What follows belongs to an exercise in optimizing a design on an open flow for small area, a short achievable clock period and few clock cycles; a production flow would make more cautious choices. RTL that was checked went through simulation tests only; none was proved equivalent to the original.

v30:
Design CONVCOR, start of the top module:
module CONVCOR(clk, rst_n, in_valid, in_a, in_b, in_mode, out_valid, out);
input clk, rst_n, in_valid, in_mode;
input [15:0] in_a, in_b;
output reg out_valid;
output reg signed [35:0] out;
reg m;
reg [3:0] cnt;
reg acc;
wire idle = (cnt == 4'd0);
wire mm = idle ? in_mode : m;
wire last = m ? (cnt == 4'd4) : (cnt == 4'd10);
wire [3:0] ncnt = idle ? {3'd0, in_valid} : (last ? 4'd0 : cnt + 4'd1);
reg [15:0] A1, A2, A3, B1, B2, B3;
wire shift = (cnt[3:2] == 2'b00) && (cnt[1:0] != 2'b11);
always @(posedge clk) begin
  if (shift) begin
    A1 <= in_a; A2 <= A1; A3 <= A2;
    B1 <= in_b; B2 <= B1; B3 <= B2;
  end
end
reg [2:0] nax, nay;
reg npx, npy, nacc, nvalid;
always @(*) begin
  nax = 3'b000; nay = 3'b000; npx = 1'b1; npy = 1'b1; nacc = 1'b0; nvalid = 1'b0;
  if (m) begin
    nacc = (cnt == 4'd1) || (cnt == 4'd2);
    nvalid = (cnt == 4'd3);
  end else begin
    case (cnt)
      4'd0: begin npx = 1'b0; nax = 3'b001; end
      4'd1: begin npx = 1'b0; npy = 1'b0; nax = 3'b001; nay = 3'b010; end
      4'd2: begin npx = 1'b0; npy = 1'b0; nax = 3'b100; nay = 3'b001; end
      4'd3: begin npx = 1'b0; npy = 1'b0; nax = 3'b010; nay = 3'b010; end
      4'd4: begin npx = 1'b0; npy = 1'b0; nax = 3'b001; nay = 3'b100; end
      4'd5: begin npx = 1'b0; npy = 1'b0; nax = 3'b010; nay = 3'b001; end
      4'd6: begin npx = 1'b0; npy = 1'b0; nax = 3'b001; nay = 3'b010; end
      4'd7: begin npx = 1'b0; npy = 1'b0; nax = 3'b001; nay = 3'b001; end
      default: ;
    endcase
    nacc = (cnt == 4'd2) || (cnt == 4'd4) || (cnt == 4'd5) || (cnt == 4'd7);
    nvalid = (cnt == 4'd1) || (cnt == 4'd3) || (cnt == 4'd6) || (cnt == 4'd8) || (cnt == 4'd9);
  end
  if (idle) begin
    nax = 3'b000; nay = 3'b000; npx = 1'b1; npy = 1'b1; nacc = 1'b0; nvalid = 1'b0;
  end
end
reg [2:0] ax, ay;
reg px, py;
  ...
==> flow/config.mk <==
export PLATFORM = sky130hd
export DESIGN_NAME = CONVCOR
export DESIGN_NICKNAME = CONVCOR
export VERILOG_FILES = /design/flow/design.v
export SDC_FILE = /design/flow/constraint.sdc
export NUM_CORES = 4
export LEC_CHECK = 0
export CAP_MARGIN = 20
export CORE_MARGIN = 2
export CORE_UTILIZATION = 40
export SLEW_MARGIN = 20
==> flow/constraint.sdc <==
create_clock -name core_clock -period 12.5 [get_ports {clk}]
set_input_delay 2.5000 -clock core_clock [delete_from_list [all_inputs] [get_ports {clk}]]
set_output_delay 2.5000 -clock core_clock [all_outputs]
set_load 0.01 [all_outputs]
standard.sh (not shown) runs the stock make flow with config.mk's settings and CLKGATE_MAP_FILE= SYNTH_SCRIPT=/design/flow/synth_recipe.tcl, a recipe that flattens the netlist after the stock synthesis.
==> flow/flow/run.sh <==
#!/bin/bash
set -euo pipefail
bash standard.sh SETUP_SLACK_MARGIN=8.5 finish > standard_flow.log 2>&1
v30 reached the end of the flow, and the finished layout is clean on the timing, design-rule and antenna checks.
Edits applied to the flow inputs when going from v30 to v16:
==> flow/flow/run.sh <==
#!/bin/bash
set -euo pipefail
bash standard.sh SETUP_SLACK_MARGIN=10 finish > standard_flow.log 2>&1
==> notes.md <==
- No stage failed in v16, and the final checks on the layout all came back clean.
- v30 → v16: final area saw an increase; fmax ~0 delta.
No functional check of the RTL was part of any run of this note.

* * *

Another version of the RTL of CONVCOR (not shown whole).
Size: ~1400 cells after synthesis, ~73 I/O pins.
clock: 12.5 ns
lec_check: 0
cap_margin: 20
core_margin: 2
core_utilization: 60
cts_buf_list: sky130_fd_sc_hd__clkbuf_16
cts_cluster_diameter: 120
cts_cluster_size: 25
slew_margin: 20
==> flow/flow/run.sh <==
#!/bin/bash
set -euo pipefail
bash standard.sh SETUP_SLACK_MARGIN=9 finish > standard_flow.log 2>&1
Testbench counts at the start, summed over its fixed seeds: cycles 14,544.
Rerun with:
- CORE_UTILIZATION: 60 -> 75
- CTS_CLUSTER_DIAMETER: 120 -> 100
- CTS_CLUSTER_SIZE: 25 -> 30
Die area goes down by about 20%.
Wire length goes up by 0.72%.
Cell area goes down by about 1.2%.
Flip-flop and latch count does not change.
Via count goes up by about 2.7%.
Critical path depth stays the same.
Setup slack degrades by 0.0048 ns.
Maximum frequency hardly moves.
Non-clock buffer count goes down by 4.
Worst hold slack improves by 0.015 ns.
Rerun with:
==> flow/flow/run.sh (replaced) <==
#!/bin/bash
set -euo pipefail
bash standard.sh SETUP_SLACK_MARGIN=8.9 finish > standard_flow.log 2>&1
- CORE_UTILIZATION: 75 -> 60
- CTS_CLUSTER_DIAMETER: 100 -> 120
- CTS_CLUSTER_SIZE: 30 -> 25
=>
- routed wire length shrinks by a few percent
- core utilization drops by 16 points
- critical path depth stays the same
- first-iteration DRC count shrinks by roughly a tenth
Rerun with:
==> flow/flow/run.sh (replaced) <==
#!/bin/bash
set -euo pipefail
bash standard.sh SETUP_SLACK_MARGIN=9.2 finish > standard_flow.log 2>&1
What happened: The changed run finished with timing, DRC and antenna clean; utilization is higher by 3.1 points; sequential share of layout area drops by 0.92 points; count of clock-buffer cells in the layout is unchanged; final area is higher by a few percent.
Rerun with:
==> flow/flow/run.sh (replaced) <==
#!/bin/bash
set -euo pipefail
bash standard.sh SETUP_SLACK_MARGIN=9 "BUFFER_PORTS_ARGS=-buffer_cell sky130_fd_sc_hd__buf_1" finish > standard_flow.log 2>&1
- CTS_CLUSTER_DIAMETER: 120 -> 150
- CTS_CLUSTER_SIZE: 25 -> 20
Outcome: Synthesized cell count does not change. Wire length drops by about 3%. First-iteration DRC count rises by 3.4%. Area after synthesis does not change. Hold slack gets better by 0.0042 ns.

* * *

== before ==
Starting RTL as in the previous note.
==> flow/config.mk <==
export PLATFORM = sky130hd
export DESIGN_NAME = CONVCOR
export DESIGN_NICKNAME = CONVCOR
export VERILOG_FILES = /design/flow/design.v
export SDC_FILE = /design/flow/constraint.sdc
export NUM_CORES = 4
export LEC_CHECK = 0
export CAP_MARGIN = 20
export CORE_MARGIN = 2
export CORE_UTILIZATION = 70
export CTS_CLUSTER_SIZE = 30
export SLEW_MARGIN = 20
==> flow/constraint.sdc <==
create_clock -name core_clock -period 12.5 [get_ports {clk}]
set_input_delay 2.5000 -clock core_clock [delete_from_list [all_inputs] [get_ports {clk}]]
set_output_delay 2.5000 -clock core_clock [all_outputs]
set_load 0.01 [all_outputs]
==> flow/flow/run.sh <==
#!/bin/bash
set -euo pipefail
bash standard.sh SETUP_SLACK_MARGIN=9 finish > standard_flow.log 2>&1
Testbench counts of before, summed over its fixed seeds: cycles 14,544.
Changes in after relative to before:
- changing CORE_UTILIZATION from 70 to 60
- setting CTS_BUF_LIST to sky130_fd_sc_hd__clkbuf_16 for the first time
- setting CTS_CLUSTER_DIAMETER to 90 for the first time
==> flow/flow/run.sh <==
#!/bin/bash
set -euo pipefail
bash standard.sh SETUP_SLACK_MARGIN=9 "BUFFER_PORTS_ARGS=-buffer_cell sky130_fd_sc_hd__buf_1" finish > standard_flow.log 2>&1
Notes after the runs:
[compare] base=before new=after: fraction of area in non-clock buffers lower, post-route standard cell area excluding fillers lost about 5%, utilization of the core after routing fell by 16 points, final net count fell about 0.8%, post-route clock period utilization decreased 0.16 points.

* * *

CONVCOR, a different RTL version from the one above (not shown whole).
Size in the first run: about 1300 cells after synthesis, roughly 73 I/O pins.
// CONVCOR
module CONVCOR(clk, rst_n, in_valid, in_a, in_b, in_mode, out_valid, out);
input clk, rst_n, in_valid, in_mode;
input [15:0] in_a, in_b;
output reg out_valid;
output reg signed [35:0] out;
reg [15:0] A1, A2, A3, B1, B2, B3;
always @(posedge clk) begin
  if (in_valid) begin
    A1 <= in_a; A2 <= A1; A3 <= A2;
    B1 <= in_b; B2 <= B1; B3 <= B2;
  end
end
reg m;
reg [3:0] cnt;
reg acc;
wire mm = (cnt == 4'd0) ? in_mode : m;
wire last = m ? (cnt == 4'd4) : (cnt == 4'd10);
wire [3:0] ncnt = (cnt == 4'd0) ? {3'd0, in_valid} : (last ? 4'd0 : cnt + 4'd1);
reg [1:0] sx, sy;
reg nacc, nvalid;
always @(*) begin
  sx = 2'd0; sy = 2'd0; nacc = 1'b0; nvalid = 1'b0;
  if (mm) begin
    nacc = (cnt == 4'd1) || (cnt == 4'd2);
    nvalid = (cnt == 4'd3);
  end else begin
    case (cnt)
      4'd1: begin sx = 2'd1; sy = 2'd0; end
      4'd2: begin sx = 2'd1; sy = 2'd2; nacc = 1'b1; end
      4'd3: begin sx = 2'd3; sy = 2'd1; end
      4'd4: begin sx = 2'd2; sy = 2'd2; nacc = 1'b1; end
      4'd5: begin sx = 2'd1; sy = 2'd3; nacc = 1'b1; end
      4'd6: begin sx = 2'd2; sy = 2'd1; end
      4'd7: begin sx = 2'd1; sy = 2'd2; nacc = 1'b1; end
      4'd8: begin sx = 2'd1; sy = 2'd1; end
      default: ;
    endcase
    nvalid = (cnt == 4'd1) || (cnt == 4'd3) || (cnt == 4'd6) || (cnt == 4'd8) || (cnt == 4'd9);
  end
end
wire [15:0] nx = (sx == 2'd0) ? in_a : (sx == 2'd1) ? A1 : (sx == 2'd2) ? A2 : A3;
wire [15:0] ny = (sy == 2'd0) ? in_b : (sy == 2'd1) ? B1 : (sy == 2'd2) ? B2 : B3;
reg [3:0] n_r_one, n_r_two, n_r_neg, n_i_one, n_i_two, n_i_neg;
integer k;
always @(*) begin
  for (k = 0; k < 4; k = k + 1) begin
    n_r_one[k] = ny[8+2*k] ^ ((k == 0) ? 1'b0 : ny[8+2*k-1]);
  ...
export LEC_CHECK = 0
export CAP_MARGIN = 20
export CORE_MARGIN = 2
export CORE_UTILIZATION = 40
export SLEW_MARGIN = 20
create_clock -name core_clock -period 12.5 [get_ports {clk}]
==> flow/flow/run.sh <==
#!/bin/bash
set -euo pipefail
bash standard.sh SETUP_SLACK_MARGIN=8 finish > standard_flow.log 2>&1
Testbench counts at the start, summed over its fixed seeds: cycles 12,944.
Rerun with:
==> flow/run.sh (new file) <==
#!/bin/bash
# synth_recipe.tcl (not shown) runs the flow's synth.tcl, then flattens the netlist and writes it again
# the make line also repeats each setting of config.mk as NAME=value (left out here)
make -C /OpenROAD-flow-scripts/flow DESIGN_CONFIG=/design/flow/config.mk WORK_HOME=/design/flow/orfs CLKGATE_MAP_FILE= SYNTH_SCRIPT=/design/flow/synth_recipe.tcl finish
removed: flow/flow/run.sh
removed: flow/standard.sh
The changed run finished with timing, DRC and antenna clean.
Synthesized area does not change.
Final area decreases by 8.6%.
Clock skew came out lower by 7.9 ps.
Register-to-register slack got worse by 830 ps.

==> port drivers added, routing unchanged <==
How much do the figures lean on ideal ports? The routed layouts below were timed once more, with nothing changed but the port constraints.
Step 1, drivers: a clkbuf_16 drives clk and a buf_2 each remaining input, both assumed.
Step 2 adds t to the input delays and takes it off the output delays; t is the mean of the earliest and latest rising clock arrival at the registers after step 1. Input paths then give back, and output paths get back, about the clock's delay inside the block.
Three values: ideal ports, drivers, drivers and shift; two values: the first two.
| run | t (ns) | setup WS [ns] | hold slack, ns | slew at the worst register clock pin (ns) | pins driven straight from the clock port |
|---|---|---|---|---|---|
| v30 | 0.496 | 7.965 / 7.965 / 7.965 | 0.453 / 0.453 / 0.453 | 0.08 / 0.08 | 1 |
| v16 | 0.503 | 7.972 / 7.972 / 7.972 | 0.450 / 0.450 / 0.450 | 0.09 / 0.09 | 1 |
| the first run of note 2 | 0.542 | 9.034 / 8.984 / 8.674 | 0.329 / 0.329 / 0.329 | 0.10 / 0.10 | 1 |
| the second run of note 2 | 0.538 | 9.029 / 8.981 / 8.617 | 0.344 / 0.344 / 0.344 | 0.11 / 0.11 | 1 |
| the third run of note 2 | 0.540 | 8.945 / 8.898 / 8.648 | 0.333 / 0.333 / 0.333 | 0.10 / 0.10 | 1 |
| the fourth run of note 2 | 0.542 | 9.042 / 8.994 / 8.785 | 0.330 / 0.330 / 0.330 | 0.10 / 0.10 | 1 |
| the fifth run of note 2 | 0.534 | 9.031 / 8.984 / 9.004 | 0.334 / 0.334 / 0.334 | 0.09 / 0.09 | 1 |
| before | 0.582 | 9.015 / 8.966 / 8.629 | 0.337 / 0.337 / 0.337 | 0.07 / 0.07 | 1 |
| after | 0.540 | 9.035 / 8.987 / 9.007 | 0.332 / 0.332 / 0.332 | 0.11 / 0.11 | 1 |
| the first run of note 4 | 0.508 | 7.833 / 7.833 / 7.681 | 0.440 / 0.440 / 0.440 | 0.09 / 0.09 | 1 |
| the second run of note 4 | 0.497 | 7.006 / 7.006 / 7.006 | 0.438 / 0.438 / 0.438 | 0.08 / 0.08 | 1 |
After both steps every run listed still meets setup and hold. The setup slack of the second run of note 2, which loses most, moves by -0.048 ns with the drivers and by -0.412 ns with both steps.
